This design comes from an exercise in tuning for small area on the open sky130 flow, not from production work.
Function was checked by simulation only, so behaviour that the tests miss may differ from the original.
Power figures rest on the tool's default switching activity, not on a simulated workload.

===== flow/config.mk =====
export PLATFORM = sky130hd
export DESIGN_NAME = Cubeware
export DESIGN_NICKNAME = Cubeware
export VERILOG_FILES = /design/flow/design.v
export SDC_FILE = /design/flow/constraint.sdc
export NUM_CORES = 4
export LEC_CHECK = 0
export CAP_MARGIN = 20
export CORE_MARGIN = 2
export CORE_UTILIZATION = 70
export CTS_BUF_LIST = sky130_fd_sc_hd__clkbuf_16
export PLACE_DENSITY = 0.8
export SLEW_MARGIN = 20

===== flow/constraint.sdc =====
create_clock -name core_clock -period 10.0 [get_ports {io_clock}]
set_input_delay 2.0000 -clock core_clock [delete_from_list [all_inputs] [get_ports {io_clock}]]
set_output_delay 2.0000 -clock core_clock [all_outputs]
set_load 0.01 [all_outputs]

===== flow/design.v =====
module Cubeware (
    output io_uart_tx,
    input io_uart_rx,
    output io_i2cs_i0_sda_o,
    input io_i2cs_i0_sda_i,
    output io_i2cs_i0_scl_o,
    input io_i2cs_i0_scl_i,
    output io_i2cs_i1_sda_o,
    input io_i2cs_i1_sda_i,
    output io_i2cs_i1_scl_o,
    input io_i2cs_i1_scl_i,
    output io_i2cs_i2_sda_o,
    input io_i2cs_i2_sda_i,
    output io_i2cs_i2_scl_o,
    input io_i2cs_i2_scl_i,
    output io_i2cs_i3_sda_o,
    input io_i2cs_i3_sda_i,
    output io_i2cs_i3_scl_o,
    input io_i2cs_i3_scl_i,
    output io_resetns_i0,
    output io_resetns_i1,
    output io_resetns_i2,
    output io_resetns_i3,
    output [7 : 0] io_layer_mask,
    output [8 : 0] io_ram_read_address,
    input [7 : 0] io_ram_read_data,
    output [8 : 0] io_ram_write_address,
    output io_ram_write_write,
    output [7 : 0] io_ram_write_data,
    input io_clock,
    input io_reset
);
    function ge_n(input [31:0] a, input [31:0] bn, input cin);
        integer i;
        reg c;
        begin
            c = cin;
            for (i = 0; i < 32; i = i + 1)
                c = (a[i] & bn[i]) | (a[i] & c) | (bn[i] & c);
            ge_n = c;
        end
    endfunction
    reg [31:0] csr_period_n;    
    reg [31:0] csr_thresh_n;    
    reg [31:0] csr_disp_n;      
    reg [31:0] csr_delay_n;     
    reg        csr_enable;      
    reg [7:0]  csr_iref;        
    wire       csr_wen;
    wire [4:0] csr_waddr;       
    wire [7:0] csr_wdata;
    wire [19:0] csr_sel;
    genvar gi;
    generate
        for (gi = 0; gi < 20; gi = gi + 1) begin : g_sel
            assign csr_sel[gi] = io_reset || (csr_wen && csr_waddr == gi);
        end
    endgenerate
    always @(posedge io_clock) begin
        if (csr_sel[0])  csr_enable <= io_reset || (|csr_wdata);
        if (csr_sel[1])  csr_iref <= io_reset ? 8'd0 : csr_wdata;
        if (csr_sel[4])  csr_period_n[7:0]   <= ~(io_reset ? 8'd100 : csr_wdata);
        if (csr_sel[5])  csr_period_n[15:8]  <= ~(io_reset ? 8'd0 : csr_wdata);
        if (csr_sel[6])  csr_period_n[23:16] <= ~(io_reset ? 8'd0 : csr_wdata);
        if (csr_sel[7])  csr_period_n[31:24] <= ~(io_reset ? 8'd0 : csr_wdata);
        if (csr_sel[8])  csr_thresh_n[7:0]   <= ~(io_reset ? 8'd50 : csr_wdata);
        if (csr_sel[9])  csr_thresh_n[15:8]  <= ~(io_reset ? 8'd0 : csr_wdata);
        if (csr_sel[10]) csr_thresh_n[23:16] <= ~(io_reset ? 8'd0 : csr_wdata);
        if (csr_sel[11]) csr_thresh_n[31:24] <= ~(io_reset ? 8'd0 : csr_wdata);
        if (csr_sel[12]) csr_disp_n[7:0] <= ~(io_reset ? 8'h70 : csr_wdata);
        if (csr_sel[13]) csr_disp_n[15:8] <= ~(io_reset ? 8'h11 : csr_wdata);
        if (csr_sel[14]) csr_disp_n[23:16] <= ~(io_reset ? 8'h01 : csr_wdata);
        if (csr_sel[15]) csr_disp_n[31:24] <= ~(io_reset ? 8'h00 : csr_wdata);
        if (csr_sel[16]) csr_delay_n[7:0] <= ~(io_reset ? 8'h00 : csr_wdata);
        if (csr_sel[17]) csr_delay_n[15:8] <= ~(io_reset ? 8'h10 : csr_wdata);
        if (csr_sel[18]) csr_delay_n[23:16] <= ~(io_reset ? 8'h00 : csr_wdata);
        if (csr_sel[19]) csr_delay_n[31:24] <= ~(io_reset ? 8'h00 : csr_wdata);
    end
    reg [1:0] rx_state;
    reg [5:0] rx_cnt;
    reg [2:0] rx_bit;
    reg [2:0] rx_enq;
    reg [2:0] rx_deq;
    reg [63:0] rx_ring;         
    reg [2:0] rx_ph;
    reg [7:0] rx_sr;            
    reg       rx_pend;          
    wire rx_avail = rx_enq != rx_deq;
    wire [2:0] rx_last = rx_enq - 3'd1;
    wire [2:0] rx_rpos = rx_deq - rx_ph;
    wire rx_wr = rx_pend && rx_last == rx_ph;
    wire [7:0] rx_data = (rx_pend && rx_deq == rx_last) ? rx_sr : rx_ring[rx_rpos * 8 +: 8];
    wire rx_dequeue;
    wire rx_s0 = rx_state == 2'd0;
    wire rx_s1 = rx_state == 2'd1;
    wire rx_s2 = rx_state == 2'd2;
    wire rx_s3 = rx_state == 2'd3;
    wire rx_c25 = rx_cnt == 6'd25;
    wire rx_c50 = rx_cnt == 6'd50;
    always @(posedge io_clock) begin
        if (io_reset) begin
            rx_state <= 2'd0;
            rx_enq <= 3'd0;
            rx_deq <= 3'd0;
            rx_pend <= 1'b0;
        end else begin
            if (rx_wr) rx_pend <= 1'b0;
            if (rx_s0 && !io_uart_rx) rx_state <= 2'd1;
            if (rx_s1) begin
                if (io_uart_rx && rx_cnt < 6'd25) rx_state <= 2'd0;
                if (rx_c50) rx_state <= 2'd2;
            end
            if (rx_s2 && rx_c50 && rx_bit == 3'd7) rx_state <= 2'd3;
            if (rx_s3 && rx_c25) begin
                rx_state <= 2'd0;
                rx_enq <= rx_enq + 3'd1;
                rx_pend <= 1'b1;
            end
            if (rx_dequeue && rx_avail) rx_deq <= rx_deq + 3'd1;
        end
    end
    always @(posedge io_clock) begin
        rx_cnt <= rx_cnt + 6'd1;
        if (rx_s0 || (rx_s1 && rx_c50) || (rx_s2 && rx_c50)) rx_cnt <= 6'd0;
        if (rx_s1 && rx_c50) rx_bit <= 3'd0;
        if (rx_s2 && rx_c50 && rx_bit != 3'd7) rx_bit <= rx_bit + 3'd1;
        if (rx_s2 && rx_c25) rx_sr <= {io_uart_rx, rx_sr[7:1]};
        rx_ph <= rx_ph + 3'd1;
        rx_ring <= {rx_wr ? rx_sr : rx_ring[7:0], rx_ring[63:8]};
    end
    reg [1:0] tx_state;
    reg [5:0] tx_cnt;
    reg [2:0] tx_bit;
    reg [3:0] tx_count;
    wire tx_enqueue;
    wire tx_s0 = tx_state == 2'd0;
    wire tx_gt = tx_cnt > 6'd50;
    wire tx_dequeue = tx_s0 && tx_count != 4'd0;
    wire tx_full = tx_count[3];
    wire tx_ready = !tx_full || tx_dequeue;
    wire [7:0] tx_byte = 8'h73;
    always @(posedge io_clock) begin
        if (io_reset) begin
            tx_state <= 2'd0;
            tx_count <= 4'd0;
        end else begin
            case (tx_state)
                2'd0: if (tx_count != 4'd0) tx_state <= 2'd1;
                2'd1: if (tx_gt) tx_state <= 2'd2;
                2'd2: if (tx_gt && tx_bit == 3'd7) tx_state <= 2'd3;
                2'd3: if (tx_gt) tx_state <= 2'd0;
            endcase
            if (!tx_enqueue && tx_dequeue) tx_count <= tx_count - 4'd1;
            if (tx_enqueue && !tx_dequeue && !tx_full) tx_count <= tx_count + 4'd1;
        end
    end
    always @(posedge io_clock) begin
        tx_cnt <= tx_cnt + 6'd1;
        if (tx_s0 || (tx_state != 2'd3 && tx_gt)) tx_cnt <= 6'd0;
        if (tx_s0) tx_bit <= 3'd0;
        if (tx_state == 2'd2 && tx_gt && tx_bit != 3'd7) tx_bit <= tx_bit + 3'd1;
    end
    assign io_uart_tx = (tx_state == 2'd2) ? tx_byte[tx_bit] : (tx_state != 2'd1);
    reg [2:0] cmd_state;
    reg [8:0] cmd_idx;
    reg [4:0] cmd_waddr;
    reg [7:0] cmd_wdata;
    wire cs0 = cmd_state == 3'd0;
    wire cs1 = cmd_state == 3'd1;
    wire cs2 = cmd_state == 3'd2;
    wire cs3 = cmd_state == 3'd3;
    wire cs4 = cmd_state == 3'd4;
    wire cs5 = cmd_state == 3'd5;
    assign rx_dequeue = cs0 || cs1 || cs4;
    assign tx_enqueue = cs5;
    wire csr_user = cs1 && rx_avail && cmd_idx == 9'd2;
    assign csr_wen = cs2 || cs3 || csr_user;
    assign csr_waddr = csr_user ? cmd_waddr : 5'd0;
    assign csr_wdata = csr_user ? cmd_wdata : {7'd0, cs2};
    always @(posedge io_clock) begin
        if (io_reset) begin
            cmd_state <= 3'd0;
        end else begin
            if (cs0 && rx_avail) begin
                if (rx_data == 8'd119) cmd_state <= 3'd1;
                if (rx_data == 8'd101) cmd_state <= 3'd2;
                if (rx_data == 8'd100) cmd_state <= 3'd3;
                if (rx_data == 8'd102) cmd_state <= 3'd4;
            end
            if (csr_user || cs2 || cs3) cmd_state <= 3'd5;
            if (cs4 && rx_avail && cmd_idx == 9'd511) cmd_state <= 3'd5;
            if (cs5 && tx_ready) cmd_state <= 3'd0;
        end
    end
    always @(posedge io_clock) begin
        if (cs0) cmd_idx <= 9'd0;
        if ((cs1 || cs4) && rx_avail) cmd_idx <= cmd_idx + 9'd1;
        if (cs1 && rx_avail && cmd_idx == 9'd0) cmd_waddr <= rx_data[4:0] | {5{|rx_data[7:5]}};
        if (cs1 && rx_avail && cmd_idx == 9'd1) cmd_wdata <= rx_data;
    end
    assign io_ram_write_write = cs4 && rx_avail;
    assign io_ram_write_address = cmd_idx;
    assign io_ram_write_data = rx_data;
    reg [1:0] tlc_state;        
    reg       tlc_up;           
    wire tlc_s0 = tlc_state == 2'd0;
    wire tlc_s1 = tlc_state == 2'd1;
    wire tlc_s3 = tlc_state == 2'd3;
    wire tlc_hold = tlc_s0 && !tlc_up;
    reg [2:0]  i2c_state;       
    reg [31:0] i2c_cnt;
    reg [4:0]  i2c_dc;
    reg [2:0]  i2c_beat;
    reg [2:0]  i2c_kind;
    reg [7:0]  pwm_next0, pwm_next1, pwm_next2, pwm_next3;   
    reg [7:0]  pwm_cur0, pwm_cur1, pwm_cur2, pwm_cur3;       
    wire i2c_pulse = ge_n(i2c_cnt, csr_thresh_n, 1'b1);
    wire i2c_beat_done = ge_n(i2c_cnt, csr_period_n, 1'b1);
    wire i2c_s0 = i2c_state == 3'd0;
    wire i2c_s1 = i2c_state == 3'd1;
    wire i2c_s2 = i2c_state == 3'd2;
    wire i2c_s3 = i2c_state == 3'd3;
    wire i2c_s5 = i2c_state == 3'd5;
    wire i2c_ready = i2c_s0 && i2c_pulse;
    reg [3:0]  rf_state;
    reg [31:0] rf_cnt;
    reg [2:0]  rf_layer;
    reg        rd_done;
    reg [6:0]  rd_cnt;
    reg [2:0]  rd_base;
    reg        rd_capture;
    wire tlcs_ready = tlc_s3 && i2c_ready;
    localparam R_IDLE = 4'd0, R_SWRST = 4'd1, R_MODE = 4'd2, R_M2 = 4'd3,
               R_IREF = 4'd4, R_OSC = 4'd5, R_PWM = 4'd6, R_LEDON = 4'd7,
               R_DISP = 4'd8, R_LEDOF = 4'd9, R_MODE2 = 4'd10, R_BLANK = 4'd11,
               R_NEXT = 4'd12;
    wire rf_s0  = rf_state == R_IDLE;
    wire rf_s1  = rf_state == R_SWRST;
    wire rf_s2  = rf_state == R_MODE;
    wire rf_s3  = rf_state == R_M2;
    wire rf_s4  = rf_state == R_IREF;
    wire rf_s6  = rf_state == R_OSC;
    wire rf_s7  = rf_state == R_PWM;
    wire rf_s8  = rf_state == R_LEDON;
    wire rf_s9  = rf_state == R_DISP;
    wire rf_s11 = rf_state == R_LEDOF;
    wire rf_s10 = rf_state == R_MODE2;
    wire rf_s12 = rf_state == R_BLANK;
    wire rf_s13 = rf_state == R_NEXT;
    wire op_valid = rf_s2 || rf_s3 || rf_s4 || (rf_s6 && rd_done) || rf_s7 ||
                    rf_s8 || rf_s10 || rf_s11;
    wire accept = i2c_ready && (tlc_s1 || (tlc_s3 && op_valid));
    localparam K_SWRST = 3'd0;   
    localparam K_MODE  = 3'd1;   
    localparam K_M2    = 3'd2;   
    localparam K_IREF  = 3'd3;   
    localparam K_OSC   = 3'd4;   
    localparam K_PWM   = 3'd5;   
    localparam K_LEDON = 3'd6;   
    localparam K_LEDOF = 3'd7;   
    reg [2:0] next_kind;
    always @(*) begin
        next_kind = K_SWRST;
        if (!tlc_s1) begin
            case (rf_state)
                R_MODE, R_MODE2: next_kind = K_MODE;
                R_M2: next_kind = K_M2;
                R_IREF: next_kind = K_IREF;
                R_OSC: next_kind = K_OSC;
                R_PWM: next_kind = K_PWM;
                R_LEDON: next_kind = K_LEDON;
                default: next_kind = K_LEDOF;
            endcase
        end
    end
    wire kind_pwm = i2c_kind == K_PWM;
    wire [4:0] last_dc = kind_pwm ? 5'd17 : (i2c_kind[2:1] == 2'b11) ? 5'd5 : 5'd2;
    wire i2c_last = i2c_dc == last_dc;
    always @(posedge io_clock) begin
        if (io_reset) begin
            tlc_state <= 2'd0;
            tlc_up <= 1'b0;
        end else begin
            if (tlc_hold && i2c_cnt[5:0] == 6'd50) tlc_up <= 1'b1;
            if (tlc_s0 && tlc_up && i2c_cnt[5:0] == 6'd50) tlc_state <= 2'd1;
            if (tlc_s1 && i2c_ready) tlc_state <= 2'd3;
            if (tlc_s3 && rf_s1 && i2c_ready) tlc_state <= 2'd1;
        end
    end
    wire resetn = !tlc_hold;
    always @(posedge io_clock) begin
        if (io_reset) begin
            i2c_state <= 3'd0;
            i2c_cnt <= 32'd0;
        end else if (tlc_hold) begin
            i2c_state <= 3'd0;
            i2c_cnt <= (i2c_cnt[5:0] == 6'd50) ? 32'd0 : i2c_cnt + 32'd1;
        end else begin
            i2c_cnt <= i2c_cnt + 32'd1;
            case (i2c_state)
                3'd0: if (accept) begin
                    i2c_state <= 3'd1;
                    i2c_cnt <= 32'd0;
                end
                3'd1: if (i2c_pulse) begin
                    i2c_state <= 3'd2;
                    i2c_cnt <= 32'd0;
                end
                3'd2: if (i2c_beat_done) begin
                    if (i2c_beat == 3'd7) i2c_state <= 3'd3;
                    i2c_cnt <= 32'd0;
                end
                3'd3: if (i2c_beat_done) begin
                    i2c_state <= i2c_last ? 3'd5 : 3'd2;
                    i2c_cnt <= 32'd0;
                end
                3'd5: if (i2c_beat_done) begin
                    i2c_state <= 3'd0;
                    i2c_cnt <= 32'd0;
                end
                default: ;
            endcase
        end
    end
    always @(posedge io_clock) begin
        if (accept) begin
            i2c_dc <= 5'd0;
            i2c_beat <= 3'd0;
            i2c_kind <= next_kind;
        end
        if (i2c_s2 && i2c_beat_done) i2c_beat <= i2c_beat + 3'd1;
        if (i2c_s3 && i2c_beat_done && !i2c_last) i2c_dc <= i2c_dc + 5'd1;
    end
    reg [7:0] pkt_byte;
    always @(*) begin
        if (i2c_dc == 5'd0)
            pkt_byte = (i2c_kind == K_SWRST) ? 8'hD6 : 8'hD0;
        else if (i2c_dc == 5'd1) begin
            case (i2c_kind)
                K_SWRST: pkt_byte = 8'hA5;
                K_M2:    pkt_byte = 8'h81;
                K_IREF:  pkt_byte = 8'h9C;
                K_PWM:   pkt_byte = 8'h82;
                K_LEDON, K_LEDOF: pkt_byte = 8'h94;
                default: pkt_byte = 8'h80;
            endcase
        end else begin
            case (i2c_kind)
                K_SWRST: pkt_byte = 8'h5A;
                K_MODE:  pkt_byte = 8'h11;
                K_IREF:  pkt_byte = pwm_cur0;    
                K_OSC:   pkt_byte = 8'h01;
                K_LEDON: pkt_byte = 8'hAA;
                default: pkt_byte = 8'h00;
            endcase
        end
    end
    wire pwm_payload = kind_pwm && (i2c_dc[4:1] != 4'd0);
    reg [127:0] ring0, ring1, ring2, ring3;    
    reg [3:0]   ring_ph;
    wire [5:0]  cap_idx = rd_cnt[5:0] - 6'd1;
    wire [3:0]  ring_we;
    assign ring_we[0] = rd_capture && cap_idx[5:4] == 2'd0;
    assign ring_we[1] = rd_capture && cap_idx[5:4] == 2'd1;
    assign ring_we[2] = rd_capture && cap_idx[5:4] == 2'd2;
    assign ring_we[3] = rd_capture && cap_idx[5:4] == 2'd3;
    always @(posedge io_clock) begin
        ring0 <= {ring_we[0] ? io_ram_read_data : ring0[7:0], ring0[127:8]};
        ring1 <= {ring_we[1] ? io_ram_read_data : ring1[7:0], ring1[127:8]};
        ring2 <= {ring_we[2] ? io_ram_read_data : ring2[7:0], ring2[127:8]};
        ring3 <= {ring_we[3] ? io_ram_read_data : ring3[7:0], ring3[127:8]};
        ring_ph <= (rd_capture && cap_idx == 6'd0) ? 4'd0 : ring_ph + 4'd1;
    end
    wire [3:0] fetch_d = ring_ph - i2c_dc[3:0];
    wire fetch = fetch_d[2:0] == 3'd6;
    wire fetch_slot0 = fetch_d[3];
    always @(posedge io_clock) begin
        if (accept) pwm_next0 <= csr_iref;
        else if (fetch && kind_pwm) pwm_next0 <= fetch_slot0 ? ring0[7:0] : ring0[71:64];
        if (fetch) begin
            pwm_next1 <= fetch_slot0 ? ring1[7:0] : ring1[71:64];
            pwm_next2 <= fetch_slot0 ? ring2[7:0] : ring2[71:64];
            pwm_next3 <= fetch_slot0 ? ring3[7:0] : ring3[71:64];
        end
        if (i2c_s3 && i2c_beat_done) begin
            pwm_cur0 <= pwm_next0;
            pwm_cur1 <= pwm_next1;
            pwm_cur2 <= pwm_next2;
            pwm_cur3 <= pwm_next3;
        end
    end
    wire [2:0] bitsel = 3'd7 - i2c_beat;
    wire shared_bit = pkt_byte[bitsel];
    wire [3:0] pwm_bit;
    assign pwm_bit[0] = pwm_cur0[bitsel];
    assign pwm_bit[1] = pwm_cur1[bitsel];
    assign pwm_bit[2] = pwm_cur2[bitsel];
    assign pwm_bit[3] = pwm_cur3[bitsel];
    wire [3:0] sda;
    assign sda = i2c_s2 ? (pwm_payload ? pwm_bit : {4{shared_bit}})
                        : {4{!(i2c_s1 || i2c_s5)}};
    wire scl = (i2c_s2 || i2c_s3 || i2c_s5) ? i2c_pulse : 1'b1;
    assign io_i2cs_i0_sda_o = sda[0];
    assign io_i2cs_i1_sda_o = sda[1];
    assign io_i2cs_i2_sda_o = sda[2];
    assign io_i2cs_i3_sda_o = sda[3];
    assign io_i2cs_i0_scl_o = scl;
    assign io_i2cs_i1_scl_o = scl;
    assign io_i2cs_i2_scl_o = scl;
    assign io_i2cs_i3_scl_o = scl;
    assign io_resetns_i0 = resetn;
    assign io_resetns_i1 = resetn;
    assign io_resetns_i2 = resetn;
    assign io_resetns_i3 = resetn;
    wire rf_gt = ge_n(rf_cnt, rf_s9 ? csr_disp_n : csr_delay_n, 1'b0);
    wire rd_start = (rf_s0 && csr_enable) || (rf_s8 && tlcs_ready);
    reg rf_adv;
    always @(*) begin
        case (rf_state)
            R_IDLE: rf_adv = csr_enable;
            R_OSC: rf_adv = tlcs_ready && rd_done;
            R_DISP, R_BLANK: rf_adv = rf_gt;
            default: rf_adv = tlcs_ready;
        endcase
    end
    always @(posedge io_clock) begin
        if (io_reset) begin
            rf_state <= R_IDLE;
            rf_layer <= 3'd0;
        end else begin
            if (rf_s13) rf_state <= csr_enable ? R_SWRST : R_IDLE;
            else if (rf_adv) rf_state <= rf_state + 4'd1;
            if (rf_s0 && csr_enable) rf_layer <= 3'd0;
            if (rf_s7 && tlcs_ready) rf_layer <= rf_layer + 3'd1;
        end
    end
    always @(posedge io_clock) begin
        rf_cnt <= ((rf_s9 || rf_s12) && !rf_gt) ? rf_cnt + 32'd1 : 32'd0;
    end
    wire mask_on = rf_state != R_IDLE && rf_state <= R_DISP;
    wire [2:0] mask_layer = (rf_s8 || rf_s9) ? rf_layer - 3'd1 : rf_layer;
    assign io_layer_mask = mask_on ? (8'd1 << mask_layer) : 8'd0;
    always @(posedge io_clock) begin
        if (io_reset) begin
            rd_done <= 1'b1;
            rd_cnt <= 7'd0;
            rd_base <= 3'd0;
            rd_capture <= 1'b0;
        end else begin
            if (rd_start) begin
                rd_done <= 1'b0;
                rd_cnt <= 7'd0;
                rd_base <= rf_layer;
            end
            if (!rd_done) begin
                rd_cnt <= rd_cnt + 7'd1;
                if (rd_cnt == 7'd64) rd_done <= 1'b1;
            end
            rd_capture <= !rd_done && !rd_cnt[6];
        end
    end
    assign io_ram_read_address = {rd_base + {2'd0, rd_cnt[6]}, rd_cnt[5:0]};
endmodule

===== flow/flow/run.sh =====
#!/bin/bash
# Own flow: the standard layout, unchanged except that the port buffers
# buffer_ports inserts are the smallest buffer (buf_1) instead of the
# clkdlybuf4s50_1 it picks by default. Every port still gets its buffer.
set -euo pipefail
bash standard.sh "BUFFER_PORTS_ARGS=-buffer_cell sky130_fd_sc_hd__buf_1" finish 2>&1 | tee standard_flow.log

===== flow/standard.sh =====
#!/bin/bash
# synth_recipe.tcl (not shown) runs the flow's synth.tcl, then flattens the netlist and writes it again
# the make line also repeats each setting of config.mk as NAME=value (left out here)
make -C /OpenROAD-flow-scripts/flow DESIGN_CONFIG=/design/flow/config.mk WORK_HOME=/design/flow/orfs CLKGATE_MAP_FILE= SYNTH_SCRIPT=/design/flow/synth_recipe.tcl "${@:-finish}"

==> results of run 1 <==
## cell usage after synthesis (22+ instances only)
library cell  instances
mux4_2               24
a21o_1               29
ha_1                 52
nor2_1              222
mux2_2               84
edfxtp_1            248
clkbuf_1             63
and3_1               33
a21oi_1              73
o21ai_0              53
dfxtp_1             702
o22ai_1              22
xnor2_1              50
nand2_1             144
mux2i_1              33
inv_1                72
xor2_1               58
nor3_1               45
nand3_1              67
a31oi_1              24
## worst reg2reg max path, stage by stage (launching register included)
cell,delay (ns)
dfxtp_1,0.35
inv_1,0.12
ha_1,0.48
and3b_1,0.79
mux2i_1,0.33
o211ai_1,0.15
a2111oi_0,0.48
nand2_1,0.12
o211ai_1,0.29
a41o_1,0.29
a31oi_2,0.14
a211oi_2,0.60
o211ai_1,0.15
a31oi_1,0.25
## through the flow
| step | setup WS, ns | hold WS (ns) | util, % | total power [mW] |
|---|---|---|---|---|
| 6_report | 3.65 | 0.321 | 79.2 | 8.05 |
| 5_1_grt | 3.46 | 0.324 | 79.2 | 8.29 |
| 4_1_cts | 3.59 | 0.323 | 79.2 | 8.10 |
| 3_5_place_dp | 4.45 | 0.312 | 72.4 | 4.76 |
| 3_3_place_gp | 4.54 | 0.309 | 72.4 | 4.73 |
| 2_1_floorplan | 5.09 | 0.310 | - | 4.62 |
## worst max path at each step
stage,start,to,slack [ns],depth (start not counted)
final,i2c_dc[1],io_i2cs_i1_sda_o,3.65,13
after global routing,i2c_dc[1],io_i2cs_i1_sda_o,3.46,13
after CTS,i2c_dc[1],io_i2cs_i1_sda_o,3.59,13
after detailed placement,i2c_dc[1],io_i2cs_i1_sda_o,4.45,13
after global placement,i2c_dc[1],io_i2cs_i2_sda_o,4.54,13
after floorplan,i2c_dc[1],io_i2cs_i0_sda_o,5.09,13
## kinds of logic (layout without fill, tap and decap cells)
kind of cell,after synthesis,after routing,synth area share (%)
buffers and inverters,165,296,2.22
and+or+nand+nor,609,609,9.17
xor gates and xnor gates,108,108,3.08
DFF,950,950,70.1
AOI/OAI and AO/OA,321,321,6.98
muxes,143,143,6.01
adders and majority gates,59,59,2.45
## layer usage
metal	routed length (µm)	GRT usage (%)	vias to the layer above
li1	-	-	8398
met1	25200	35.6	8572
met2	29000	44.8	620
met3	3640	4.91	146
met4	1810	9.05	0
met5	0	0	-
## cell type report
class	instances	area, µm²	share of cell area (%)
Clock buffer	89	2230	6.51
Clock inverter	71	687	2.01
Inverter	72	270	0.790
Multi-Input combinational cell	1240	8510	24.9
Sequential cell	950	21500	62.9
Tap cell	585	732	2.14
Timing Repair Buffer	64	264	0.772
## power by group
group	internal, mW	switching (mW)
combinational	0.169	0.275
clock	1.94	1.42
sequential	4.16	0.0885
## registers in the layout, summed over array words and instances, names as in the netlist, 9 cells and up
register / cells
rf_cnt: 32
csr_period_n: 32
ring2: 128
csr_disp_n: 32
csr_thresh_n: 32
ring0: 128
rx_ring: 64
ring3: 128
csr_delay_n: 32
ring1: 128
cmd_idx: 9
i2c_cnt: 32
==> flow_summary.html, run 1 <==
<table>
<tr><th>Metric</th><th>Value</th></tr>
<tr><th colspan="2">Clocking</th></tr>
<tr><td>Maximum root-to-sink buffer count</td><td>3</td></tr>
<tr><td>CTS clock-pin slew for the worst setup and hold paths</td><td>0.07 ns</td></tr>
<tr><td>CTS tree</td><td>done</td></tr>
<tr><td>Clock buffer count from CTS</td><td>86</td></tr>
<tr><td>Clock root buffer</td><td>clkbuf_16</td></tr>
<tr><td>Number of buffers inserted by post-CTS setup repair</td><td>0</td></tr>
<tr><td>Quantity of gates resized following cts</td><td>0</td></tr>
<tr><td>Hold buffers post-CTS</td><td>0</td></tr>
<tr><td>Clock sink total</td><td>950</td></tr>
<tr><td>Later-pin clock latency in the skew report</td><td>0.62 ns</td></tr>
<tr><td>Number of levels in the clock H-tree</td><td>3</td></tr>
<tr><th colspan="2">Critical path</th></tr>
<tr><td>Worst flop-to-flop path endpoint</td><td>rf_state[0]</td></tr>
<tr><td>Series of cell instances along the critical path</td><td>inv_1 -&gt; ha_1 -&gt; or4b_2 -&gt; a32o_1 -&gt; a22oi_1 -&gt; nor3_1 -&gt; a211oi_1 -&gt; a21oi_1 -&gt; o211ai_1 -&gt; a21oi_1 -&gt; nor3_1 -&gt; a21oi_1 -&gt; buf_1</td></tr>
<tr><td>Register-to-register setup slack</td><td>5.36 ns</td></tr>
<tr><td>Crit path buf inv count</td><td>2</td></tr>
<tr><td>Launch point of the worst reg-to-reg path</td><td>rf_state[0]</td></tr>
<tr><td>Crit-path max cell delay</td><td>0.77 ns</td></tr>
<tr><td>CP endpoint kind</td><td>output pin</td></tr>
<tr><td>Crit path launch type</td><td>flop</td></tr>
<tr><td>Gate family responsible for the most delay along the worst path</td><td>simple AND/OR/NAND/NOR gates</td></tr>
<tr><td>R2R cell count</td><td>13</td></tr>
<tr><td>Critical-path top delay cell</td><td>or4b_2</td></tr>
<tr><td>Most prevalent standard cell on the critical path</td><td>a21oi_1</td></tr>
<tr><td>Critical path class</td><td>reg -&gt; out</td></tr>
<tr><td>Crit-path max FO</td><td>12</td></tr>
<tr><td>Required time at the endpoint of the critical path</td><td>8.00 ns</td></tr>
<tr><td>Critical path data arrival time</td><td>4.35 ns</td></tr>
<tr><th colspan="2">Die</th></tr>
<tr><td>Total number of placement rows</td><td>76</td></tr>
<tr><td>Core area</td><td>43200 µm²</td></tr>
<tr><td>I/O pin count</td><td>67</td></tr>
<tr><td>Die outline area</td><td>45500 µm²</td></tr>
<tr><td>X dimension of the die</td><td>213 µm</td></tr>
<tr><td>Floorplan die height</td><td>213 µm</td></tr>
<tr><td>Initial cell density of the core</td><td>71.1%</td></tr>
<tr><th colspan="2">Logic synthesis</th></tr>
<tr><td>Top-area cell type share of the netlist area</td><td>45.8%</td></tr>
<tr><td>Cell taking the most area after synthesis</td><td>dfxtp_1</td></tr>
<tr><td>Post-synthesis cell count</td><td>2355</td></tr>
<tr><td>Async set-reset flop share out of synthesis</td><td>0%</td></tr>
<tr><td>Post-synthesis area per instance</td><td>13.0 µm²</td></tr>
<tr><td>Netlist cell types</td><td>75</td></tr>
<tr><td>Mapped Nets</td><td>2429</td></tr>
<tr><td>Ys Warns</td><td>1</td></tr>
<tr><td>Flop and latch count out of synthesis</td><td>950</td></tr>
<tr><td>Commonest register cell after synthesis</td><td>dfxtp_1</td></tr>
<tr><td>Sequential fraction of the synthesis area</td><td>70.1%</td></tr>
<tr><td>Combined area of all synthesized cells</td><td>30700 µm²</td></tr>
<tr><td>Synth area leaders</td><td>dfxtp_1, edfxtp_1, mux2_2</td></tr>
<tr><td>Count of flip-flops with a built-in enable after synthesis</td><td>248</td></tr>
<tr><th colspan="2">STA</th></tr>
<tr><td>Least-Margin Pin Slew</td><td>0.971 ns</td></tr>
<tr><td>Slew Limit Headroom</td><td>35.2%</td></tr>
<tr><td>Final setup viols</td><td>0</td></tr>
<tr><td>Unrepaired setup endpoints after global routing</td><td>no</td></tr>
<tr><td>Number of slew-limit violations in the final report</td><td>0</td></tr>
<tr><td>Maximum achievable frequency</td><td>0.157 GHz</td></tr>
<tr><td>Number of hold violations in the final report</td><td>0</td></tr>
<tr><td>Setup total negative slack</td><td>0 ns</td></tr>
<tr><td>Final worst clock skew</td><td>0.0349 ns</td></tr>
<tr><td>Portion of the clock cycle consumed by the worst path in the final layout</td><td>63.5%</td></tr>
<tr><td>Clock period minus final worst setup slack</td><td>6.35 ns</td></tr>
<tr><th colspan="2">GRT</th></tr>
<tr><td>Antenna violations before repair</td><td>0</td></tr>
<tr><td>Number of global-route vias before repair</td><td>17800</td></tr>
<tr><td>Wire length of the first global-routing pass</td><td>94.1 mm</td></tr>
<tr><td>Total track usage</td><td>26.8%</td></tr>
<tr><td>Overall overflow remaining after global route</td><td>0</td></tr>
<tr><td>Maximum number of pins on one net before global-route repair</td><td>69</td></tr>
<tr><th colspan="2">Place</th></tr>
<tr><td>Final weighted congestion in routability-driven placement</td><td>0.832</td></tr>
<tr><td>Placed wire-length estimate after detailed placement</td><td>35.6 mm</td></tr>
<tr><td>Post-place instance area</td><td>31300 µm²</td></tr>
<tr><td>Dpl cells</td><td>2911</td></tr>
<tr><td>Port Buf Inserts</td><td>58</td></tr>
<tr><th colspan="2">Power</th></tr>
<tr><td>Maximum ir drop on the vdd rail</td><td>0.184 mV</td></tr>
<tr><td>Total power per unit cell area</td><td>236 nW/µm²</td></tr>
<tr><td>Reported leakage power</td><td>12.9 nW</td></tr>
<tr><th colspan="2">Final layout</th></tr>
<tr><td>Most common cell after layout, fill and taps aside</td><td>dfxtp_1</td></tr>
<tr><td>Fill cell count</td><td>2405</td></tr>
<tr><td>Synth-to-layout area growth</td><td>11.5%</td></tr>
<tr><td>Most used cells in the layout excluding fill and tap cells</td><td>dfxtp_1, edfxtp_1, nor2_1</td></tr>
<tr><td>Ratio of cells with drive above 1 in the final layout</td><td>10.7%</td></tr>
<tr><td>Cell area after layout</td><td>34200 µm²</td></tr>
<tr><td>Number of nets in the final layout</td><td>2488</td></tr>
<tr><td>Post-route insts no fill</td><td>3071</td></tr>
<tr><td>Ant diodes</td><td>0</td></tr>
<tr><th colspan="2">Hold path</th></tr>
<tr><td>HP Start</td><td>ring2[82]</td></tr>
<tr><td>Worst hold path class</td><td>reg -&gt; reg</td></tr>
<tr><td>Instance count along the most critical hold path</td><td>0</td></tr>
<tr><td>End point of the most critical hold path</td><td>ring2[74]</td></tr>
<tr><th colspan="2">Drt</th></tr>
<tr><td>Number of DRC violations after detailed routing</td><td>0</td></tr>
<tr><td>Number of optimization iterations in the first detailed-route pass</td><td>5</td></tr>
<tr><td>Remaining antenna violation count</td><td>0</td></tr>
<tr><td>Routed len/inst</td><td>19.4 µm</td></tr>
<tr><td>Initial drt markers</td><td>1540</td></tr>
<tr><td>Ratio of routed vias to standard cells</td><td>5.78</td></tr>
<tr><td>Final Routed Wirelength</td><td>59.7 mm</td></tr>
<tr><td>Total via count after detailed routing</td><td>17700</td></tr>
<tr><th colspan="2">Job</th></tr>
<tr><td>Max Cap Violations</td><td>0</td></tr>
<tr><th colspan="2">Run status</th></tr>
<tr><td>Outcome</td><td>no timing/DRC/antenna violations</td></tr>
</table>
==> run 2, diff against run 1 <==
--- a/flow/config.mk
+++ b/flow/config.mk
@@ -9,5 +9,7 @@
 export CORE_MARGIN = 2
 export CORE_UTILIZATION = 70
 export CTS_BUF_LIST = sky130_fd_sc_hd__clkbuf_16
+export CTS_CLUSTER_DIAMETER = 120
+export CTS_CLUSTER_SIZE = 32
 export PLACE_DENSITY = 0.8
 export SLEW_MARGIN = 20
==> flow_summary.html, run 2 <==
<table>
<tr><th>Metric</th><th>Value</th></tr>
<tr><th colspan="2">Clocking</th></tr>
<tr><td>Clock sink total</td><td>950 (unchanged)</td></tr>
<tr><td>Clock root buffer</td><td>clkbuf_16</td></tr>
<tr><td>CTS tree</td><td>done</td></tr>
<tr><td>Hold buffers post-CTS</td><td>0 (unchanged)</td></tr>
<tr><td>Later-pin clock latency in the skew report</td><td>0.62 ns (about the same)</td></tr>
<tr><td>Number of levels in the clock H-tree</td><td>2 (-1)</td></tr>
<tr><td>Clock buffer count from CTS</td><td>35 (-59%)</td></tr>
<tr><td>Quantity of gates resized following cts</td><td>0 (unchanged)</td></tr>
<tr><td>Number of buffers inserted by post-CTS setup repair</td><td>0 (unchanged)</td></tr>
<tr><td>CTS clock-pin slew for the worst setup and hold paths</td><td>0.11 ns (+0.04 ns)</td></tr>
<tr><td>Maximum root-to-sink buffer count</td><td>3 (unchanged)</td></tr>
<tr><th colspan="2">STA</th></tr>
<tr><td>Clock period minus final worst setup slack</td><td>6.26 ns (-0.0923 ns)</td></tr>
<tr><td>Portion of the clock cycle consumed by the worst path in the final layout</td><td>62.6% (-0.92 points)</td></tr>
<tr><td>Setup total negative slack</td><td>0 ns (unchanged)</td></tr>
<tr><td>Unrepaired setup endpoints after global routing</td><td>no</td></tr>
<tr><td>Setup ws final</td><td>3.74 ns (+0.0923 ns)</td></tr>
<tr><td>Maximum achievable frequency</td><td>0.160 GHz (+1.5%)</td></tr>
<tr><td>Worst hold margin</td><td>0.331 ns (+0.0104 ns)</td></tr>
<tr><td>Number of hold violations in the final report</td><td>0 (unchanged)</td></tr>
<tr><td>Number of slew-limit violations in the final report</td><td>0 (unchanged)</td></tr>
<tr><td>Least-Margin Pin Slew</td><td>1.06 ns (+0.0926 ns)</td></tr>
<tr><td>Slew Limit Headroom</td><td>29.0% (-6.2 points)</td></tr>
<tr><td>Final worst clock skew</td><td>0.0321 ns (-0.00281 ns)</td></tr>
<tr><td>Final setup viols</td><td>0 (unchanged)</td></tr>
<tr><th colspan="2">Die</th></tr>
<tr><td>Floorplan die height</td><td>213 µm (unchanged)</td></tr>
<tr><td>I/O pin count</td><td>67 (unchanged)</td></tr>
<tr><td>Core area</td><td>43200 µm² (unchanged)</td></tr>
<tr><td>X dimension of the die</td><td>213 µm (unchanged)</td></tr>
<tr><td>Total number of placement rows</td><td>76 (unchanged)</td></tr>
<tr><td>Initial cell density of the core</td><td>71.1% (unchanged)</td></tr>
<tr><td>Die outline area</td><td>45500 µm² (unchanged)</td></tr>
<tr><th colspan="2">Drt</th></tr>
<tr><td>Initial drt markers</td><td>1400 (-9.1%)</td></tr>
<tr><td>Final Routed Wirelength</td><td>53.1 mm (-11%)</td></tr>
<tr><td>Routed len/inst</td><td>17.9 µm (-7.9%)</td></tr>
<tr><td>Remaining antenna violation count</td><td>0 (unchanged)</td></tr>
<tr><td>Ratio of routed vias to standard cells</td><td>5.74 (-0.66%)</td></tr>
<tr><td>Number of optimization iterations in the first detailed-route pass</td><td>5 (unchanged)</td></tr>
<tr><td>Total via count after detailed routing</td><td>17000 (-3.9%)</td></tr>
<tr><td>Number of DRC violations after detailed routing</td><td>0 (unchanged)</td></tr>
<tr><th colspan="2">Place</th></tr>
<tr><td>Port Buf Inserts</td><td>58 (unchanged)</td></tr>
<tr><td>Final weighted congestion in routability-driven placement</td><td>0.832 (unchanged)</td></tr>
<tr><td>Setup slack after placement</td><td>4.45 ns (unchanged)</td></tr>
<tr><td>Placed wire-length estimate after detailed placement</td><td>35.6 mm (unchanged)</td></tr>
<tr><td>Post-place instance area</td><td>31300 µm² (unchanged)</td></tr>
<tr><th colspan="2">Critical path</th></tr>
<tr><td>R2R cell count</td><td>13 (unchanged)</td></tr>
<tr><td>Crit path launch type</td><td>flop</td></tr>
<tr><td>Capturing element of the worst setup path</td><td>io_i2cs_i1_sda_o</td></tr>
<tr><td>Critical path class</td><td>reg -&gt; out</td></tr>
<tr><td>Required time at the endpoint of the critical path</td><td>8.00 ns (about the same)</td></tr>
<tr><td>Critical path data arrival time</td><td>4.26 ns (-0.09 ns)</td></tr>
<tr><td>Register-to-register setup slack</td><td>5.38 ns (+0.02 ns)</td></tr>
<tr><td>Crit-path max FO</td><td>12 (unchanged)</td></tr>
<tr><td>Launch point of the worst reg-to-reg path</td><td>rf_state[0]</td></tr>
<tr><td>CP endpoint kind</td><td>output pin</td></tr>
<tr><td>Worst flop-to-flop path endpoint</td><td>rf_state[0]</td></tr>
<tr><td>Worst setup path startpoint</td><td>i2c_dc[1]</td></tr>
<tr><th colspan="2">Final layout</th></tr>
<tr><td>Cell area after layout</td><td>32300 µm² (-5.6%)</td></tr>
<tr><td>Fill cell count</td><td>2690 (+12%)</td></tr>
<tr><td>Synth-to-layout area growth</td><td>5.28%</td></tr>
<tr><td>Area taken by flip-flops and latches</td><td>21500 µm² (unchanged)</td></tr>
<tr><td>Number of nets in the final layout</td><td>2437 (-2.0%)</td></tr>
<tr><td>Ant diodes</td><td>0 (unchanged)</td></tr>
<tr><td>Area occupied by multi-input gates</td><td>8510 µm² (unchanged)</td></tr>
<tr><td>Ratio of cells with drive above 1 in the final layout</td><td>7.46% (-3.2 points)</td></tr>
<tr><td>Most common cell after layout, fill and taps aside</td><td>dfxtp_1</td></tr>
<tr><td>Finished Core Util</td><td>74.8% (-4.4 points)</td></tr>
<tr><td>Most used cells in the layout excluding fill and tap cells</td><td>dfxtp_1, edfxtp_1, nor2_1</td></tr>
<tr><th colspan="2">Logic synthesis</th></tr>
<tr><td>Cell taking the most area after synthesis</td><td>dfxtp_1</td></tr>
<tr><td>Synth area leaders</td><td>dfxtp_1, edfxtp_1, mux2_2</td></tr>
<tr><td>Async set-reset flop share out of synthesis</td><td>0% (unchanged)</td></tr>
<tr><td>Ys Warns</td><td>1 (unchanged)</td></tr>
<tr><td>Top-area cell type share of the netlist area</td><td>45.8% (unchanged)</td></tr>
<tr><td>Post-synthesis area per instance</td><td>13.0 µm² (unchanged)</td></tr>
<tr><td>Flop and latch count out of synthesis</td><td>950 (unchanged)</td></tr>
<tr><td>Commonest register cell after synthesis</td><td>dfxtp_1</td></tr>
<tr><td>Netlist cell types</td><td>75 (unchanged)</td></tr>
<tr><td>Mapped Nets</td><td>2429 (unchanged)</td></tr>
<tr><td>Sequential fraction of the synthesis area</td><td>70.1% (unchanged)</td></tr>
<tr><td>Count of flip-flops with a built-in enable after synthesis</td><td>248 (unchanged)</td></tr>
<tr><td>Most instantiated library cell after synthesis</td><td>dfxtp_1</td></tr>
<tr><td>Most frequent cells after synthesis</td><td>dfxtp_1, edfxtp_1, nor2_1, nand2_1, mux2_2</td></tr>
<tr><td>Combined area of all synthesized cells</td><td>30700 µm² (unchanged)</td></tr>
<tr><td>Post-synthesis cell count</td><td>2355 (unchanged)</td></tr>
<tr><th colspan="2">Job</th></tr>
<tr><td>Max Cap Violations</td><td>0 (unchanged)</td></tr>
<tr><th colspan="2">Power</th></tr>
<tr><td>Reported leakage power</td><td>12.0 nW (-7.1%)</td></tr>
<tr><td>Fraction of power consumed by combinational cells</td><td>6.7% (+1.2 points)</td></tr>
<tr><td>Maximum ir drop on the vdd rail</td><td>0.214 mV (+16%)</td></tr>
<tr><td>Total net switching power</td><td>1.43 mW (-20%)</td></tr>
<tr><td>P_int</td><td>4.99 mW (-20%)</td></tr>
<tr><td>Sequential power share</td><td>66.0% (+13 points)</td></tr>
<tr><td>Portion of total power attributed to the clock network</td><td>27.3% (-14 points)</td></tr>
<tr><td>Switching power as a share of total power</td><td>22.3% (+0.13 points)</td></tr>
<tr><td>Total power per unit cell area</td><td>199 nW/µm² (-16%)</td></tr>
<tr><th colspan="2">GRT</th></tr>
<tr><td>Number of global-route vias before repair</td><td>16700 (-6.5%)</td></tr>
<tr><td>Maximum number of pins on one net before global-route repair</td><td>69 (unchanged)</td></tr>
<tr><td>Wire length of the first global-routing pass</td><td>85.5 mm (-9.1%)</td></tr>
<tr><td>Overall overflow remaining after global route</td><td>0 (unchanged)</td></tr>
<tr><td>Antenna violations before repair</td><td>0 (unchanged)</td></tr>
<tr><td>Total track usage</td><td>24.0% (-2.8 points)</td></tr>
<tr><th colspan="2">Run status</th></tr>
<tr><td>Outcome</td><td>no timing/DRC/antenna violations</td></tr>
<tr><th colspan="2">Hold path</th></tr>
<tr><td>Worst hold path class</td><td>reg -&gt; reg</td></tr>
</table>
run 2: changes by cell type in the layout (fill, tap and decap cells not counted):
cell        delta
clkinv_4       -2
clkinvlp_4     -3
inv_1          +4
clkinv_1      -18
inv_6          -2
clkinv_2      -13
inv_4          -1
clkinv_16      -1
inv_8          +1
inv_2          -1
bufinv_16     -12
clkinv_8       +1
clkbuf_16     -54
run 2: cell type report:
cell class / instances / area share, %
flip-flops and latches: 950 / 66.6
multi-input cells: 1240 / 26.4
clock buffers: 35 / 2.71
well taps: 585 / 2.27
inverters: 72 / 0.837
repair buffers: 64 / 0.817
clock inverters: 24 / 0.430
run 2: how the worst min path moves through the flow:
stage,start,slack [ns],endpoint,cells after the start
6_report,ring0[109],0.33,ring0[101],0
5_1_grt,ring0[48],0.33,ring0[40],0
4_1_cts,ring0[48],0.32,ring0[40],0
3_5_place_dp,ring0[38],0.31,ring0[30],0
3_3_place_gp,ring1[46],0.31,ring1[38],0
2_1_floorplan,ring0[8],0.31,ring0[0],0
run 2: kinds of logic after synthesis:
logic type      synth area share (%)
compound gates                  6.98
xor+xnor                        3.08
fa+ha+maj                       2.45
buf+inv                         2.22
flops                           70.1
mux                             6.01
simple gates                    9.17
run 2: critical path: stages, from the launching register on:
cell and delay [ns]:
edfxtp_1 0.46, inv_1 0.22, ha_1 0.24, or4b_2 0.76
a32o_1 0.31, a22oi_1 0.14, nor3_1 0.06, a211oi_1 0.24
a21oi_1 0.07, o211ai_1 0.14, a21oi_1 0.09, nor3_1 0.61
a21oi_1 0.16, buf_1 0.17
run 2: stage by stage:
stage | total power [mW] | std cells
final | 6.42 | 2970
after global routing | 6.65 | 2970
after CTS | 6.47 | 2970
after detailed placement | 4.76 | 2911
after global placement | 4.73 | 2911
after floorplan | 4.62 | 2355
run 2: power by group through the flow:
stage | sequential (mW) | clock, mW | combinational, mW
3_5_place_dp | 4.33 | 0 | 0.434
2_1_floorplan | 4.29 | 0 | 0.331
4_1_cts | 4.24 | 1.79 | 0.436
3_3_place_gp | 4.32 | 0 | 0.411
6_report | 4.24 | 1.75 | 0.430
5_1_grt | 4.26 | 1.91 | 0.475
run 2: metal layers:
metal	vias to the layer above	GRT usage, %	wire length (µm)
met4	0	7.18	1440
met2	457	38.7	24600
met5	-	0	0
li1	8243	-	-
met3	92	4.13	2950
met1	8248	33.8	24100
==> run 3, diff against run 2 <==
--- a/flow/config.mk
+++ b/flow/config.mk
@@ -9,7 +9,7 @@
 export CORE_MARGIN = 2
 export CORE_UTILIZATION = 70
 export CTS_BUF_LIST = sky130_fd_sc_hd__clkbuf_16
-export CTS_CLUSTER_DIAMETER = 120
-export CTS_CLUSTER_SIZE = 32
+export CTS_CLUSTER_DIAMETER = 100
+export CTS_CLUSTER_SIZE = 30
 export PLACE_DENSITY = 0.8
 export SLEW_MARGIN = 20
==> flow_summary.html, run 3 <==
<table>
<tr><th>Metric</th><th>Value</th></tr>
<tr><th colspan="2">Logic synthesis</th></tr>
<tr><td>Most frequent cells after synthesis</td><td>dfxtp_1, edfxtp_1, nor2_1, nand2_1, mux2_2</td></tr>
<tr><td>Async set-reset flop share out of synthesis</td><td>0% (unchanged)</td></tr>
<tr><td>Post-synthesis cell count</td><td>2355 (unchanged)</td></tr>
<tr><td>Top-area cell type share of the netlist area</td><td>45.8% (unchanged)</td></tr>
<tr><td>Most instantiated library cell after synthesis</td><td>dfxtp_1</td></tr>
<tr><td>Synth area leaders</td><td>dfxtp_1, edfxtp_1, mux2_2</td></tr>
<tr><td>Count of flip-flops with a built-in enable after synthesis</td><td>248 (unchanged)</td></tr>
<tr><td>Post-synthesis area per instance</td><td>13.0 µm² (unchanged)</td></tr>
<tr><td>Cell taking the most area after synthesis</td><td>dfxtp_1</td></tr>
<tr><td>Commonest register cell after synthesis</td><td>dfxtp_1</td></tr>
<tr><td>Ys Warns</td><td>1 (unchanged)</td></tr>
<tr><td>Netlist cell types</td><td>75 (unchanged)</td></tr>
<tr><td>Flop and latch count out of synthesis</td><td>950 (unchanged)</td></tr>
<tr><td>Sequential fraction of the synthesis area</td><td>70.1% (unchanged)</td></tr>
<tr><td>Mapped Nets</td><td>2429 (unchanged)</td></tr>
<tr><td>Combined area of all synthesized cells</td><td>30700 µm² (unchanged)</td></tr>
<tr><th colspan="2">Clocking</th></tr>
<tr><td>CTS clock-pin slew for the worst setup and hold paths</td><td>0.11 ns (about the same)</td></tr>
<tr><td>Clock sink total</td><td>950 (unchanged)</td></tr>
<tr><td>Hold buffers post-CTS</td><td>0 (unchanged)</td></tr>
<tr><td>Clock buffer count from CTS</td><td>37 (+5.7%)</td></tr>
<tr><td>CTS tree</td><td>done</td></tr>
<tr><td>Clock root buffer</td><td>clkbuf_16</td></tr>
<tr><td>Quantity of gates resized following cts</td><td>0 (unchanged)</td></tr>
<tr><td>Number of levels in the clock H-tree</td><td>2 (unchanged)</td></tr>
<tr><td>Maximum root-to-sink buffer count</td><td>3 (unchanged)</td></tr>
<tr><td>Later-pin clock latency in the skew report</td><td>0.60 ns (-0.02 ns)</td></tr>
<tr><td>Number of buffers inserted by post-CTS setup repair</td><td>0 (unchanged)</td></tr>
<tr><th colspan="2">Hold path</th></tr>
<tr><td>Instance count along the most critical hold path</td><td>0 (unchanged)</td></tr>
<tr><td>HP Start</td><td>ring3[24]</td></tr>
<tr><td>End point of the most critical hold path</td><td>ring3[16]</td></tr>
<tr><td>Worst hold path class</td><td>reg -&gt; reg</td></tr>
<tr><th colspan="2">STA</th></tr>
<tr><td>Final setup viols</td><td>0 (unchanged)</td></tr>
<tr><td>Setup total negative slack</td><td>0 ns (unchanged)</td></tr>
<tr><td>Clock period minus final worst setup slack</td><td>6.18 ns (-0.0781 ns)</td></tr>
<tr><td>Maximum achievable frequency</td><td>0.162 GHz (+1.3%)</td></tr>
<tr><td>Least-Margin Pin Slew</td><td>0.978 ns (-0.0864 ns)</td></tr>
<tr><td>Number of slew-limit violations in the final report</td><td>0 (unchanged)</td></tr>
<tr><td>Slew Limit Headroom</td><td>34.8% (+5.8 points)</td></tr>
<tr><td>Number of hold violations in the final report</td><td>0 (unchanged)</td></tr>
<tr><td>Setup ws final</td><td>3.82 ns (+0.0781 ns)</td></tr>
<tr><td>Worst hold margin</td><td>0.329 ns (-0.00156 ns)</td></tr>
<tr><td>Unrepaired setup endpoints after global routing</td><td>no</td></tr>
<tr><td>Final worst clock skew</td><td>0.0161 ns (-0.0160 ns)</td></tr>
<tr><td>Portion of the clock cycle consumed by the worst path in the final layout</td><td>61.8% (-0.78 points)</td></tr>
<tr><th colspan="2">GRT</th></tr>
<tr><td>Total track usage</td><td>24.0% (+0.046 points)</td></tr>
<tr><td>Antenna violations before repair</td><td>0 (unchanged)</td></tr>
<tr><td>Maximum number of pins on one net before global-route repair</td><td>69 (unchanged)</td></tr>
<tr><td>Overall overflow remaining after global route</td><td>0 (unchanged)</td></tr>
<tr><td>Wire length of the first global-routing pass</td><td>85.7 mm (+0.18%)</td></tr>
<tr><td>Number of global-route vias before repair</td><td>16700 (+0.22%)</td></tr>
<tr><th colspan="2">Final layout</th></tr>
<tr><td>Ratio of cells with drive above 1 in the final layout</td><td>7.62% (+0.16 points)</td></tr>
<tr><td>Synth-to-layout area growth</td><td>5.52%</td></tr>
<tr><td>Number of nets in the final layout</td><td>2440 (+0.12%)</td></tr>
<tr><td>Most used cells in the layout excluding fill and tap cells</td><td>dfxtp_1, edfxtp_1, nor2_1</td></tr>
<tr><td>Ant diodes</td><td>0 (unchanged)</td></tr>
<tr><td>Fill cell count</td><td>2697 (+0.26%)</td></tr>
<tr><td>Most common cell after layout, fill and taps aside</td><td>dfxtp_1</td></tr>
<tr><th colspan="2">Power</th></tr>
<tr><td>Power after layout</td><td>6.48 mW (+0.83%)</td></tr>
<tr><td>Reported leakage power</td><td>12.0 nW (+0.29%)</td></tr>
<tr><td>Total power per unit cell area</td><td>200 nW/µm² (+0.60%)</td></tr>
<tr><td>Maximum ir drop on the vdd rail</td><td>0.171 mV (-20%)</td></tr>
<tr><th colspan="2">Critical path</th></tr>
<tr><td>Series of cell instances along the critical path</td><td>inv_1 -&gt; ha_1 -&gt; or4b_2 -&gt; a32o_1 -&gt; a22oi_1 -&gt; nor3_1 -&gt; a211oi_1 -&gt; a21oi_1 -&gt; o211ai_1 -&gt; a21oi_1 -&gt; nor3_1 -&gt; a21oi_1 -&gt; buf_1</td></tr>
<tr><td>Critical path data arrival time</td><td>4.18 ns (-0.08 ns)</td></tr>
<tr><td>Most prevalent standard cell on the critical path</td><td>a21oi_1</td></tr>
<tr><td>Worst flop-to-flop path endpoint</td><td>rf_state[0]</td></tr>
<tr><td>CP endpoint kind</td><td>output pin</td></tr>
<tr><td>R2R cell count</td><td>13 (unchanged)</td></tr>
<tr><td>Register-to-register setup slack</td><td>5.50 ns (+0.12 ns)</td></tr>
<tr><td>Crit-path max FO</td><td>12 (unchanged)</td></tr>
<tr><td>Critical path class</td><td>reg -&gt; out</td></tr>
<tr><td>Crit-path max cell delay</td><td>0.76 ns (about the same)</td></tr>
<tr><td>Critical-path top delay cell</td><td>or4b_2</td></tr>
<tr><td>Required time at the endpoint of the critical path</td><td>8.00 ns (about the same)</td></tr>
<tr><td>Crit path launch type</td><td>flop</td></tr>
<tr><td>Launch point of the worst reg-to-reg path</td><td>rf_state[0]</td></tr>
<tr><th colspan="2">Place</th></tr>
<tr><td>Port Buf Inserts</td><td>58 (unchanged)</td></tr>
<tr><td>Final weighted congestion in routability-driven placement</td><td>0.832 (unchanged)</td></tr>
<tr><td>Setup slack after placement</td><td>4.45 ns (unchanged)</td></tr>
<tr><td>Placed wire-length estimate after detailed placement</td><td>35.6 mm (unchanged)</td></tr>
<tr><th colspan="2">Drt</th></tr>
<tr><td>Final Routed Wirelength</td><td>53.4 mm (+0.54%)</td></tr>
<tr><td>Initial drt markers</td><td>1450 (+3.6%)</td></tr>
<tr><td>Remaining antenna violation count</td><td>0 (unchanged)</td></tr>
<tr><td>Number of DRC violations after detailed routing</td><td>0 (unchanged)</td></tr>
<tr><td>Number of optimization iterations in the first detailed-route pass</td><td>5 (unchanged)</td></tr>
<tr><td>Ratio of routed vias to standard cells</td><td>5.73 (-0.11%)</td></tr>
<tr><td>Total via count after detailed routing</td><td>17000 (-0.012%)</td></tr>
<tr><td>Routed len/inst</td><td>18.0 µm (+0.44%)</td></tr>
<tr><th colspan="2">Die</th></tr>
<tr><td>Initial cell density of the core</td><td>71.1% (unchanged)</td></tr>
<tr><td>Total number of placement rows</td><td>76 (unchanged)</td></tr>
<tr><td>Floorplan die height</td><td>213 µm (unchanged)</td></tr>
<tr><td>Die outline area</td><td>45500 µm² (unchanged)</td></tr>
<tr><td>X dimension of the die</td><td>213 µm (unchanged)</td></tr>
<tr><td>Core area</td><td>43200 µm² (unchanged)</td></tr>
<tr><td>I/O pin count</td><td>67 (unchanged)</td></tr>
<tr><th colspan="2">Run status</th></tr>
<tr><td>Outcome</td><td>no timing/DRC/antenna violations</td></tr>
<tr><th colspan="2">Job</th></tr>
<tr><td>Max Cap Violations</td><td>0 (unchanged)</td></tr>
</table>
run 3: cell types whose count changed in the layout (fill, tap and decap cells not counted), sizes merged:
cell	before	now
clkbuf	36	39
buf	63	64
inv	94	93
run 3: logic make-up after synthesis:
logic type,share of synthesized area [%]
mux,6.01
compound gates,6.98
xor+xnor,3.08
flops,70.1
fa+ha+maj,2.45
buf+inv,2.22
simple gates,9.17
run 3: worst max-delay path: cells and delay by family (launching register included):
kind | cells | cell delay [ns]
DFF | 1 | 0.45
adders and majority gates | 1 | 0.24
and+or+nand+nor | 3 | 1.36
buffers and inverters | 2 | 0.38
AOI/OAI and AO/OA | 7 | 1.15
run 3: layer usage:
metal | global-route usage (%) | up-vias | part of all wire [%]
met2 | 39.3 | 452 | 47
met5 | 0 | - | 0
li1 | - | 8252 | -
met4 | 7.42 | 0 | 2.5
met1 | 33.9 | 8252 | 45
met3 | 3.30 | 82 | 5.1
run 3: how the worst max path moves through the flow:
stage / from / end / cells after the start
2_1_floorplan: i2c_dc[1] / io_i2cs_i0_sda_o / 13
3_3_place_gp: i2c_dc[1] / io_i2cs_i2_sda_o / 13
3_5_place_dp: i2c_dc[1] / io_i2cs_i1_sda_o / 13
4_1_cts: i2c_dc[1] / io_i2cs_i1_sda_o / 13
5_1_grt: i2c_dc[1] / io_i2cs_i3_sda_o / 13
6_report: i2c_dc[1] / io_i2cs_i1_sda_o / 13
run 3: area by class of cell:
type / instances / area [µm²] / area share [%]
multi-input combinational: 1240 / 8510 / 26.3
clock buffer: 38 / 951 / 2.94
timing repair buffer: 65 / 279 / 0.862
sequential: 950 / 21500 / 66.4
clock inverter: 23 / 121 / 0.375
inverter: 72 / 270 / 0.835
tap: 585 / 732 / 2.26
run 3: through the flow:
stage / util, % / instances / instance area, µm²
floorplan: - / 2355 / 30700
global placement: 72.4 / 2911 / 31300
detailed placement: 72.4 / 2911 / 31300
CTS: 74.9 / 2972 / 32300
global route: 75.0 / 2973 / 32400
finish: 75.0 / 2973 / 32400
run 3: where the power goes:
group          total [mW]  internal, mW  switching, mW
logic               0.439         0.177          0.262
clock network        1.80         0.709           1.09
registers            4.24          4.16         0.0815
==> run 4, diff against run 3 <==
--- a/flow/config.mk
+++ b/flow/config.mk
@@ -8,8 +8,8 @@
 export CAP_MARGIN = 20
 export CORE_MARGIN = 2
 export CORE_UTILIZATION = 70
-export CTS_BUF_LIST = sky130_fd_sc_hd__clkbuf_16
+export CTS_BUF_LIST = sky130_fd_sc_hd__clkbuf_8
 export CTS_CLUSTER_DIAMETER = 100
-export CTS_CLUSTER_SIZE = 30
+export CTS_CLUSTER_SIZE = 18
 export PLACE_DENSITY = 0.8
 export SLEW_MARGIN = 20
==> flow_summary.html, run 4 <==
<table>
<tr><th>Metric</th><th>Value</th></tr>
<tr><th colspan="2">Logic synthesis</th></tr>
<tr><td>Sequential fraction of the synthesis area</td><td>70.1% (unchanged)</td></tr>
<tr><td>Post-synthesis area per instance</td><td>13.0 µm² (unchanged)</td></tr>
<tr><td>Ys Warns</td><td>1 (unchanged)</td></tr>
<tr><td>Mapped Nets</td><td>2429 (unchanged)</td></tr>
<tr><td>Async set-reset flop share out of synthesis</td><td>0% (unchanged)</td></tr>
<tr><td>Post-synthesis cell count</td><td>2355 (unchanged)</td></tr>
<tr><td>Synth area leaders</td><td>dfxtp_1, edfxtp_1, mux2_2</td></tr>
<tr><td>Combined area of all synthesized cells</td><td>30700 µm² (unchanged)</td></tr>
<tr><td>Commonest register cell after synthesis</td><td>dfxtp_1</td></tr>
<tr><td>Top-area cell type share of the netlist area</td><td>45.8% (unchanged)</td></tr>
<tr><td>Flop and latch count out of synthesis</td><td>950 (unchanged)</td></tr>
<tr><td>Most instantiated library cell after synthesis</td><td>dfxtp_1</td></tr>
<tr><td>Most frequent cells after synthesis</td><td>dfxtp_1, edfxtp_1, nor2_1, nand2_1, mux2_2</td></tr>
<tr><th colspan="2">Drt</th></tr>
<tr><td>Total via count after detailed routing</td><td>17100 (+0.31%)</td></tr>
<tr><td>Number of optimization iterations in the first detailed-route pass</td><td>5 (unchanged)</td></tr>
<tr><td>Number of DRC violations after detailed routing</td><td>0 (unchanged)</td></tr>
<tr><td>Routed len/inst</td><td>17.5 µm (-2.3%)</td></tr>
<tr><td>Ratio of routed vias to standard cells</td><td>5.69 (-0.80%)</td></tr>
<tr><td>Remaining antenna violation count</td><td>0 (unchanged)</td></tr>
<tr><th colspan="2">Clocking</th></tr>
<tr><td>Quantity of gates resized following cts</td><td>0 (unchanged)</td></tr>
<tr><td>Clock sink total</td><td>950 (unchanged)</td></tr>
<tr><td>Hold buffers post-CTS</td><td>0 (unchanged)</td></tr>
<tr><td>Clock root buffer</td><td>clkbuf_8</td></tr>
<tr><td>CTS tree</td><td>done</td></tr>
<tr><td>Number of levels in the clock H-tree</td><td>2 (unchanged)</td></tr>
<tr><td>CTS clock-pin slew for the worst setup and hold paths</td><td>0.11 ns (about the same)</td></tr>
<tr><td>Clock buffer count from CTS</td><td>58 (+57%)</td></tr>
<tr><td>Number of buffers inserted by post-CTS setup repair</td><td>0 (unchanged)</td></tr>
<tr><th colspan="2">Die</th></tr>
<tr><td>Core area</td><td>43200 µm² (unchanged)</td></tr>
<tr><td>Floorplan die height</td><td>213 µm (unchanged)</td></tr>
<tr><td>X dimension of the die</td><td>213 µm (unchanged)</td></tr>
<tr><td>Initial cell density of the core</td><td>71.1% (unchanged)</td></tr>
<tr><td>I/O pin count</td><td>67 (unchanged)</td></tr>
<tr><th colspan="2">STA</th></tr>
<tr><td>Clock period minus final worst setup slack</td><td>6.43 ns (+0.246 ns)</td></tr>
<tr><td>Unrepaired setup endpoints after global routing</td><td>no</td></tr>
<tr><td>Final worst clock skew</td><td>0.0386 ns (+0.0226 ns)</td></tr>
<tr><td>Number of slew-limit violations in the final report</td><td>0 (unchanged)</td></tr>
<tr><td>Maximum achievable frequency</td><td>0.156 GHz (-3.8%)</td></tr>
<tr><td>Final setup viols</td><td>0 (unchanged)</td></tr>
<tr><td>Slew Limit Headroom</td><td>35.9% (+1.0 points)</td></tr>
<tr><th colspan="2">Critical path</th></tr>
<tr><td>Critical path class</td><td>reg -&gt; out</td></tr>
<tr><td>Crit path launch type</td><td>flop</td></tr>
<tr><td>R2R cell count</td><td>13 (unchanged)</td></tr>
<tr><td>Required time at the endpoint of the critical path</td><td>8.00 ns (about the same)</td></tr>
<tr><td>Worst flop-to-flop path endpoint</td><td>rf_state[0]</td></tr>
<tr><td>Critical-path top delay cell</td><td>or4b_2</td></tr>
<tr><td>Crit-path max FO</td><td>12 (unchanged)</td></tr>
<tr><td>Series of cell instances along the critical path</td><td>inv_1 -&gt; ha_1 -&gt; or4b_2 -&gt; a32o_1 -&gt; a22oi_1 -&gt; nor3_1 -&gt; a211oi_1 -&gt; a21oi_1 -&gt; o211ai_1 -&gt; a21oi_1 -&gt; nor3_1 -&gt; a21oi_1 -&gt; buf_1</td></tr>
<tr><th colspan="2">Place</th></tr>
<tr><td>Port Buf Inserts</td><td>58 (unchanged)</td></tr>
<tr><td>Setup slack after placement</td><td>4.45 ns (unchanged)</td></tr>
<tr><td>Placed wire-length estimate after detailed placement</td><td>35.6 mm (unchanged)</td></tr>
<tr><td>Final weighted congestion in routability-driven placement</td><td>0.832 (unchanged)</td></tr>
<tr><td>Dpl cells</td><td>2911 (unchanged)</td></tr>
<tr><th colspan="2">Run status</th></tr>
<tr><td>Outcome</td><td>no timing/DRC/antenna violations</td></tr>
<tr><th colspan="2">GRT</th></tr>
<tr><td>Number of global-route vias before repair</td><td>16700 (+0.22%)</td></tr>
<tr><td>Maximum number of pins on one net before global-route repair</td><td>69 (unchanged)</td></tr>
<tr><td>Antenna violations before repair</td><td>0 (unchanged)</td></tr>
<tr><td>Wire length of the first global-routing pass</td><td>84.6 mm (-1.2%)</td></tr>
<tr><td>Total track usage</td><td>23.7% (-0.32 points)</td></tr>
<tr><td>Overall overflow remaining after global route</td><td>0 (unchanged)</td></tr>
<tr><th colspan="2">Power</th></tr>
<tr><td>Maximum ir drop on the vdd rail</td><td>0.194 mV (+13%)</td></tr>
<tr><td>Power after layout</td><td>6.35 mW (-2.0%)</td></tr>
<tr><th colspan="2">Final layout</th></tr>
<tr><td>Synth-to-layout area growth</td><td>5.24%</td></tr>
<tr><td>Ratio of cells with drive above 1 in the final layout</td><td>8.34% (+0.72 points)</td></tr>
<tr><td>Most used cells in the layout excluding fill and tap cells</td><td>dfxtp_1, edfxtp_1, nor2_1</td></tr>
<tr><td>Number of nets in the final layout</td><td>2461 (+0.86%)</td></tr>
<tr><td>Post-route insts no fill</td><td>3006 (+1.1%)</td></tr>
<tr><th colspan="2">Job</th></tr>
<tr><td>Max Cap Violations</td><td>0 (unchanged)</td></tr>
<tr><th colspan="2">Hold path</th></tr>
<tr><td>End point of the most critical hold path</td><td>ring0[46]</td></tr>
<tr><td>Worst hold path class</td><td>reg -&gt; reg</td></tr>
<tr><td>Instance count along the most critical hold path</td><td>0 (unchanged)</td></tr>
</table>
[run 4: kinds of logic (layout without fill, tap and decap cells)]
family | after synthesis | count (layout) | share of synthesized area (%)
compound gates | 321 | 321 | 6.98
simple gates | 609 | 609 | 9.17
fa+ha+maj | 59 | 59 | 2.45
mux | 143 | 143 | 6.01
flops | 950 | 950 | 70.1
buf+inv | 165 | 231 | 2.22
xor+xnor | 108 | 108 | 3.08
[run 4: critical path: cells and delay by family (launching register included)]
family	cells	cell delay [ns]
adder cells (fa/ha/maj)	1	0.24
flip-flops	1	0.45
AND/OR/NAND/NOR	3	1.47
buffers and inverters	2	0.40
AO/OA/AOI/OAI	7	1.16
[run 4: stage by stage]
stage / hold slack [ns] / area, µm² / utilization, %
6_report: 0.323 / 32300 / 74.8
5_1_grt: 0.331 / 32300 / 74.8
4_1_cts: 0.321 / 32300 / 74.7
3_5_place_dp: 0.312 / 31300 / 72.4
3_3_place_gp: 0.309 / 31300 / 72.4
2_1_floorplan: 0.310 / 30700 / -
[run 4: worst max-delay path by stage]
stage | to | startpoint | cells after the start | slack (ns)
global route | io_i2cs_i3_sda_o | i2c_dc[1] | 13 | 3.38
floorplan | io_i2cs_i0_sda_o | i2c_dc[1] | 13 | 5.09
CTS | io_i2cs_i3_sda_o | i2c_dc[1] | 13 | 3.56
global placement | io_i2cs_i2_sda_o | i2c_dc[1] | 13 | 4.54
finish | io_i2cs_i3_sda_o | i2c_dc[1] | 13 | 3.57
detailed placement | io_i2cs_i1_sda_o | i2c_dc[1] | 13 | 4.45
[run 4: power by group]
part           leakage (nW)  internal (mW)  switching (mW)
combinational          3.67          0.177           0.263
sequential             7.74           4.16          0.0802
clock                 0.621          0.573            1.10
total                  12.0           4.91            1.44
[run 4: metal layers]
layer | global-route usage [%] | up-vias | routed length [µm]
met1 | 33.3 | 8207 | 23800
met3 | 4.06 | 102 | 2960
met2 | 38.1 | 484 | 24500
met5 | 0 | - | 0
li1 | - | 8297 | -
met4 | 7.73 | 0 | 1440
[run 4: cell type report]
class                   instances  area (µm²)
repair buffers                 65         279
inverters                      72         270
well taps                     585         732
multi-input cells            1240        8510
flip-flops and latches        950       21500
clock inverters                36         189
fillers                      2732       10900
clock buffers                  58         798

==> what the ideal ports hide <==
The results above use ideal ports. As a check the final layouts listed here were re-extracted and re-timed, cells and wires unchanged.
Step 1 sets driving cells, clkbuf_16 on the clock port and buf_2 on the other inputs (assumed; they add their load-dependent delay and slew).
Step 2, shift: input delay + t, output delay - t, t = (earliest + latest rising clock arrival at the registers) / 2. This alone moves slack from input paths to output paths.
Slacks: ideal ports / drivers / drivers and shift; pairs: ideal ports / drivers.
run	t, ns	setup WS [ns]
run 1	0.667	3.646 / 3.585 / 4.252
run 2	0.661	3.738 / 3.681 / 4.342
run 3	0.650	3.816 / 3.759 / 4.409
run 4	0.750	3.570 / 3.517 / 4.267
After both steps setup and hold are still met in every run listed.
